From an optimization exercise on the open Yosys and OpenROAD flow, aimed at small area; shortcuts taken in it are not production practice.
Function was checked by simulation only, so behaviour that the tests miss may differ from the original.
No activity file was given, so power comes from the tool's default toggle rates.

Setup of v42:
==> flow/design.v <==
module cpufinal (clk, rst, data, data_in, addr_out, out);
input clk, rst;
input [7:0] data_in, data;
output reg [7:0] addr_out, out;
localparam RA = 3'b100;  
localparam RB = 3'b101;  
localparam P  = 3'b111;  
localparam W1 = 3'b010;  
localparam W2 = 3'b011;  
localparam F  = 3'b000;  
localparam X  = 3'b001;  
reg [2:0] s;
reg [7:0] ir;             
reg [7:0] a;              
reg [7:0] pc;             
reg [1:0] reg1, reg2;     
reg [8:0] temp;           
reg [7:0] result;         
reg op2;                  
reg clear;                
reg [7:0] datareg;
reg [7:0] rf0, rf1, rf2, rf3;
wire st_step = s[2];
wire st_latch = s[1];
wire st_f = s == F;
wire st_x = s == X;
wire [3:0] op = ir[7:4];
wire is_alu = op <= 4'b1001;
wire is_clr = op == 4'b1010;
wire is_ld = op == 4'b1011;
wire is_jmp = op == 4'b1100;
wire is_jc = op == 4'b1101;
wire is_nop = ir == 8'hFF;
wire inc = op2 & temp[8];
genvar gi;
wire [9:0] tc_c;
wire [8:0] temp_c;
assign tc_c[0] = inc;
generate for (gi = 0; gi < 9; gi = gi + 1) begin : g_tc
	assign temp_c[gi] = temp[gi] ^ tc_c[gi];
	assign tc_c[gi+1] = temp[gi] & tc_c[gi];
end endgenerate
wire [8:0] pc_c;
wire [7:0] pc_inc;
assign pc_c[0] = 1'b1;
generate for (gi = 0; gi < 8; gi = gi + 1) begin : g_pc
	assign pc_inc[gi] = pc[gi] ^ pc_c[gi];
	assign pc_c[gi+1] = pc[gi] & pc_c[gi];
end endgenerate
wire carry = temp_c[8];
reg [7:0] rd1, rd2;
always @* begin
	case (reg1)
		2'd0: rd1 = rf0;
		2'd1: rd1 = rf1;
		2'd2: rd1 = rf2;
		default: rd1 = rf3;
	endcase
	case (reg2)
		2'd0: rd2 = rf0;
		2'd1: rd2 = rf1;
		2'd2: rd2 = rf2;
		default: rd2 = rf3;
	endcase
end
wire arith = op[3:2] == 2'b00 && op[1:0] != 2'b11;   
wire inv = op == 4'b0001 || op == 4'b0010 || op == 4'b0110;
wire bmask = op != 4'b0110;
wire and_op = op == 4'b0100;
wire or_op = op == 4'b0011;
wire shift = op == 4'b0111 || op[3];
wire [7:0] bb = (rd2 & {8{bmask}}) ^ {8{inv}};
wire [7:0] pp = rd1 ^ bb;
wire [7:0] gg = rd1 & bb;
wire [8:0] cc;
assign cc[0] = op == 4'b0001;
generate for (gi = 0; gi < 8; gi = gi + 1) begin : g_add
	assign cc[gi+1] = gg[gi] | (pp[gi] & cc[gi]);
end endgenerate
wire [7:0] lo = (pp ^ (cc[7:0] & {8{arith}})) | (gg & {8{or_op}});
wire [7:0] shl = {rd1[6:0], op[3] & rd1[7]};
wire [7:0] shr = {1'b0, rd1[7:1]};
wire [7:0] res8 = shift ? ((op[3] & ~op[0]) ? shr : shl) : and_op ? gg : lo;
wire [8:0] alu = {arith ? (inv ^ cc[8]) : temp[8], res8};
wire [1:0] wsel = (op <= 4'b0101 || is_ld) ? ir[1:0] : ir[3:2];
wire we = st_step && (is_alu || is_ld);
always @(posedge clk) begin
	result <= temp_c[7:0];
	if (rst) begin
		s <= RA;
		ir <= 0;
		pc <= 8'hFF;
		addr_out <= 0;
		out <= 0;
		datareg <= 0;
	end else begin
		if (st_step || st_latch) begin
			if (s[0]) s <= F;
			else s <= {s[2:1], 1'b1};
		end else if (st_f) begin
			if (is_alu || is_clr || is_nop) s <= P;
			else s <= X;
		end else begin
			if (is_ld) s <= P;
			else if (is_jmp || is_jc) s <= W1;
		end
		if (st_latch) ir <= data_in;
		if (st_step) begin
			a <= pc;
			pc <= pc_inc;
		end
		if (st_x && (is_jmp || is_jc)) begin
			a <= pc;
			pc <= (is_jmp || carry) ? data : pc_inc;
		end
		if (st_f) addr_out <= a;
		if ((st_f && is_alu) || (st_x && is_ld)) begin
			datareg <= st_f ? result : data;
			out <= datareg;
		end
	end
	if (st_step && is_alu) begin
		temp <= alu;
		reg1 <= ir[3:2];
		reg2 <= ir[1:0];
	end
	if (st_f && is_alu) op2 <= op == 4'b0010;
	if (st_f && is_alu) clear <= 0;
	if (st_f && is_clr) clear <= 1;
	if (rst || clear) begin
		rf0 <= 0; rf1 <= 0; rf2 <= 0; rf3 <= 0;
	end else if (we) begin
		case (wsel)
			2'd0: rf0 <= datareg;
			2'd1: rf1 <= datareg;
			2'd2: rf2 <= datareg;
			default: rf3 <= datareg;
		endcase
	end
end
endmodule
Settings: LEC_CHECK=0, CAP_MARGIN=20, CORE_MARGIN=2, CORE_UTILIZATION=40, CTS_BUF_LIST=sky130_fd_sc_hd__clkbuf_8, SLEW_MARGIN=20; clock period 5.0 ns.
standard.sh (not shown) runs the stock make flow with config.mk's settings and CLKGATE_MAP_FILE= SYNTH_SCRIPT=/design/flow/synth_recipe.tcl, a recipe that flattens the netlist after the stock synthesis.
==> flow/flow/run.sh <==
#!/bin/bash
# The standard layout with two changes:
#  - synthesis maps the logic with an area-oriented ABC script (flow/area.abc)
#    instead of ORFS's speed script; everything else in the synthesis,
#    including the flip-flop mapping, is the standard synthesis;
#  - the port buffers are made from the smallest buffer cell.
set -euo pipefail
here=$(pwd)
sed "s|^  log_cmd abc {\*}\$abc_args|  log_cmd abc {*}[lreplace \$abc_args 1 1 $here/flow/area.abc]|" \
  "$FLOW_HOME/scripts/synth.tcl" > "$here/my_synth.tcl"
grep -q "flow/area.abc" "$here/my_synth.tcl"
sed "s|^source \$::env(SCRIPTS_DIR)/synth.tcl|source $here/my_synth.tcl|" \
  "$here/synth_recipe.tcl" > "$here/my_synth_recipe.tcl"
grep -q "my_synth.tcl" "$here/my_synth_recipe.tcl"
bash standard.sh "SYNTH_SCRIPT=$here/my_synth_recipe.tcl" \
  'BUFFER_PORTS_ARGS=-buffer_cell sky130_fd_sc_hd__buf_1' finish > flow_make.log 2>&1
==> flow/flow/area.abc <==
&get -n
&st
&deepsyn -J 200 -T 120
&dch -f
&nf -R 1000
&put
Having completed the whole flow, v42 delivered a layout that passed the timing, DRC and antenna checks.
Setup changes, v42 to v26
# v42
export LEC_CHECK = 0
export CAP_MARGIN = 20
export CORE_MARGIN = 2
export CORE_UTILIZATION = 40
export CTS_BUF_LIST = sky130_fd_sc_hd__clkbuf_8
export SLEW_MARGIN = 20
create_clock -name core_clock -period 5.0 [get_ports {clk}]
# v26
export LEC_CHECK = 0
export CAP_MARGIN = 20
export CORE_MARGIN = 2
export CORE_UTILIZATION = 40
export GPL_TIMING_DRIVEN = 0
export SLEW_MARGIN = 20
create_clock -name core_clock -period 5.0 [get_ports {clk}]
--- a/flow/flow/run.sh
+++ b/flow/flow/run.sh
@@ -2 +2 @@
-# The standard layout with two changes:
+# The standard layout with three changes:
@@ -6 +6,2 @@
-#  - the port buffers are made from the smallest buffer cell.
+#  - the port buffers are made from the smallest buffer cell;
+#  - clock-tree synthesis uses clkbuf_8 and adds no dummy loads.
@@ -16 +17,3 @@
-  'BUFFER_PORTS_ARGS=-buffer_cell sky130_fd_sc_hd__buf_1' finish > flow_make.log 2>&1
+  'BUFFER_PORTS_ARGS=-buffer_cell sky130_fd_sc_hd__buf_1' \
+  'CTS_ARGS=-sink_clustering_enable -repair_clock_nets -buf_list {sky130_fd_sc_hd__clkbuf_8 sky130_fd_sc_hd__clkbuf_16} -dont_use_dummy_load -sink_clustering_size 40 -sink_clustering_max_diameter 200' \
+  finish > flow_make.log 2>&1
==> results.txt <==
- Compare v42 and v26 | clock buffer count in the final layout lower: v26
- Summary of the comparison: relative area change from synthesis to final layout is higher in v26, relative to v42.
- Lower clock transition time at the flip-flop clock pins of the worst setup and hold paths goes to v26 over v42.
What v51 does differently from v26 at the input level:
# v26
export LEC_CHECK = 0
export CAP_MARGIN = 20
export CORE_MARGIN = 2
export CORE_UTILIZATION = 40
export GPL_TIMING_DRIVEN = 0
export SLEW_MARGIN = 20
create_clock -name core_clock -period 5.0 [get_ports {clk}]
# v51
export LEC_CHECK = 0
export CAP_MARGIN = 20
export CORE_MARGIN = 2
export CORE_UTILIZATION = 40
export CTS_BUF_LIST = sky130_fd_sc_hd__clkbuf_8
export SLEW_MARGIN = 20
create_clock -name core_clock -period 5.0 [get_ports {clk}]
==> flow/run.sh (new file) <==
#!/bin/bash
# synth_recipe.tcl (not shown) runs the flow's synth.tcl, then flattens the netlist and writes it again
# the make line also repeats each setting of config.mk as NAME=value (left out here)
make -C /OpenROAD-flow-scripts/flow DESIGN_CONFIG=/design/flow/config.mk WORK_HOME=/design/flow/orfs CLKGATE_MAP_FILE= SYNTH_SCRIPT=/design/flow/synth_recipe.tcl finish
removed: flow/flow/run.sh
removed: flow/flow/area.abc
removed: flow/standard.sh
==> results.txt <==
v51 vs. v26: routed wire length went up by about 4.7%. On ratio of cells with drive above 1 in the final layout, the lower figure sits with v26, not v51. sky130_fd_sc_hd__a2111oi_4 as the cell at the slowest stage of the critical path was reported by v51, and sky130_fd_sc_hd__nor2_1 by v26. Relative to v26, count of inverters other than clock inverters in the layout has gone down in v51. v51 vs v26 on number of non-clock buffers: v51 is the lower one. Of the two values seen for area-dominant cell class after layout, multi-input combinational cells was produced by v51 and registers by v26. On sequential fraction of design power, v51 and v26 are basically level. In the metrics for v51 and v26, the one carrying the lower XOR/XNOR share of the synthesized area is v26.
Edits applied to the flow inputs when going from v51 to v49:
# v51
export LEC_CHECK = 0
export CAP_MARGIN = 20
export CORE_MARGIN = 2
export CORE_UTILIZATION = 40
export CTS_BUF_LIST = sky130_fd_sc_hd__clkbuf_8
export SLEW_MARGIN = 20
create_clock -name core_clock -period 5.0 [get_ports {clk}]
# v49
export LEC_CHECK = 0
export CAP_MARGIN = 20
export CORE_MARGIN = 2
export CORE_UTILIZATION = 65
export GPL_TIMING_DRIVEN = 0
export PLACE_DENSITY = 0.8
export SLEW_MARGIN = 20
create_clock -name core_clock -period 5.0 [get_ports {clk}]
==> flow/flow/run.sh (new file) <==
#!/bin/bash
# The standard layout with three changes:
#  - synthesis maps the logic with an area-oriented ABC script (flow/area.abc)
#    instead of ORFS's speed script; everything else in the synthesis,
#    including the flip-flop mapping, is the standard synthesis;
#  - the port buffers are made from the smallest buffer cell;
#  - clock-tree synthesis uses clkbuf_8 and adds no dummy loads.
set -euo pipefail
here=$(pwd)
sed "s|^  log_cmd abc {\*}\$abc_args|  log_cmd abc {*}[lreplace \$abc_args 1 1 $here/flow/area.abc]|" \
  "$FLOW_HOME/scripts/synth.tcl" > "$here/my_synth.tcl"
grep -q "flow/area.abc" "$here/my_synth.tcl"
sed "s|^source \$::env(SCRIPTS_DIR)/synth.tcl|source $here/my_synth.tcl|" \
  "$here/synth_recipe.tcl" > "$here/my_synth_recipe.tcl"
grep -q "my_synth.tcl" "$here/my_synth_recipe.tcl"
bash standard.sh "SYNTH_SCRIPT=$here/my_synth_recipe.tcl" \
  'BUFFER_PORTS_ARGS=-buffer_cell sky130_fd_sc_hd__buf_1' \
  'CTS_ARGS=-sink_clustering_enable -repair_clock_nets -buf_list sky130_fd_sc_hd__clkbuf_8 -dont_use_dummy_load' \
  finish > flow_make.log 2>&1
==> flow/flow/area.abc (new file) <==
&get -n
&st
&deepsyn -J 200 -T 120
&dch -f
&nf -R 1000
&put
==> flow/standard.sh (new file) <==
#!/bin/bash
# synth_recipe.tcl (not shown) runs the flow's synth.tcl, then flattens the netlist and writes it again
# the make line also repeats each setting of config.mk as NAME=value (left out here)
make -C /OpenROAD-flow-scripts/flow DESIGN_CONFIG=/design/flow/config.mk WORK_HOME=/design/flow/orfs CLKGATE_MAP_FILE= SYNTH_SCRIPT=/design/flow/synth_recipe.tcl "${@:-finish}"
removed: flow/run.sh
Notes after the runs:
Compared with v51, in v49 final setup slack of the worst path went down by 0.73 ns, simple logic cell fraction of the synthesized area went down by 3.0 points, sequential cell count was more or less identical, post-placement worst setup slack went down by 0.79 ns. v49 ended up with temp[7]$_DFFE_PP_ as its endpoint of the worst setup timing path; v51 ended up with pc[0]$_SDFFE_PP1N_. When the final numbers for v51 and v49 were put side by side, the global-route usage turned out to be smaller in v51. v49 ended up with a higher total met3 wirelength after detailed routing than v51 did. Looking at worst-path cell with the longest stage delay, the sky130_fd_sc_hd__a2111oi_4 result is from v51; the sky130_fd_sc_hd__nor2_1 one comes from v49.

==> port drivers added, routing unchanged <==
No port has a modelled driver above. Below, the same layouts with a new extraction and two added sets of constraints.
Step 1 (the two cells are an assumption about what drives the block):
set clk [get_ports {clk}]
set_driving_cell -lib_cell sky130_fd_sc_hd__clkbuf_16 $clk
set_driving_cell -lib_cell sky130_fd_sc_hd__buf_2 [delete_from_list [all_inputs] $clk]
Step 2, shift: input delay + t, output delay - t, t = (earliest + latest rising clock arrival at the registers) / 2. This alone moves slack from input paths to output paths.
Three values: no drivers, after step 1, after step 2; two values: the first two.
| run | t (ns) | setup WS [ns] | hold slack, ns | worst setup path at the end | worst data-port slew with drivers (ns) |
|---|---|---|---|---|---|
| v42 | 0.414 | 0.884 / 0.884 / 0.884 | 0.460 / 0.460 / 0.460 | register to register | 0.03 |
| v26 | 0.367 | 0.858 / 0.858 / 0.858 | 0.442 / 0.442 / 0.442 | register to register | 0.03 |
| v51 | 0.421 | 1.578 / 1.578 / 1.578 | 0.460 / 0.460 / 0.460 | register to register | 0.03 |
| v49 | 0.381 | 0.846 / 0.846 / 0.846 | 0.441 / 0.441 / 0.441 | register to register | 0.03 |
After both steps setup and hold are still met in every run listed.
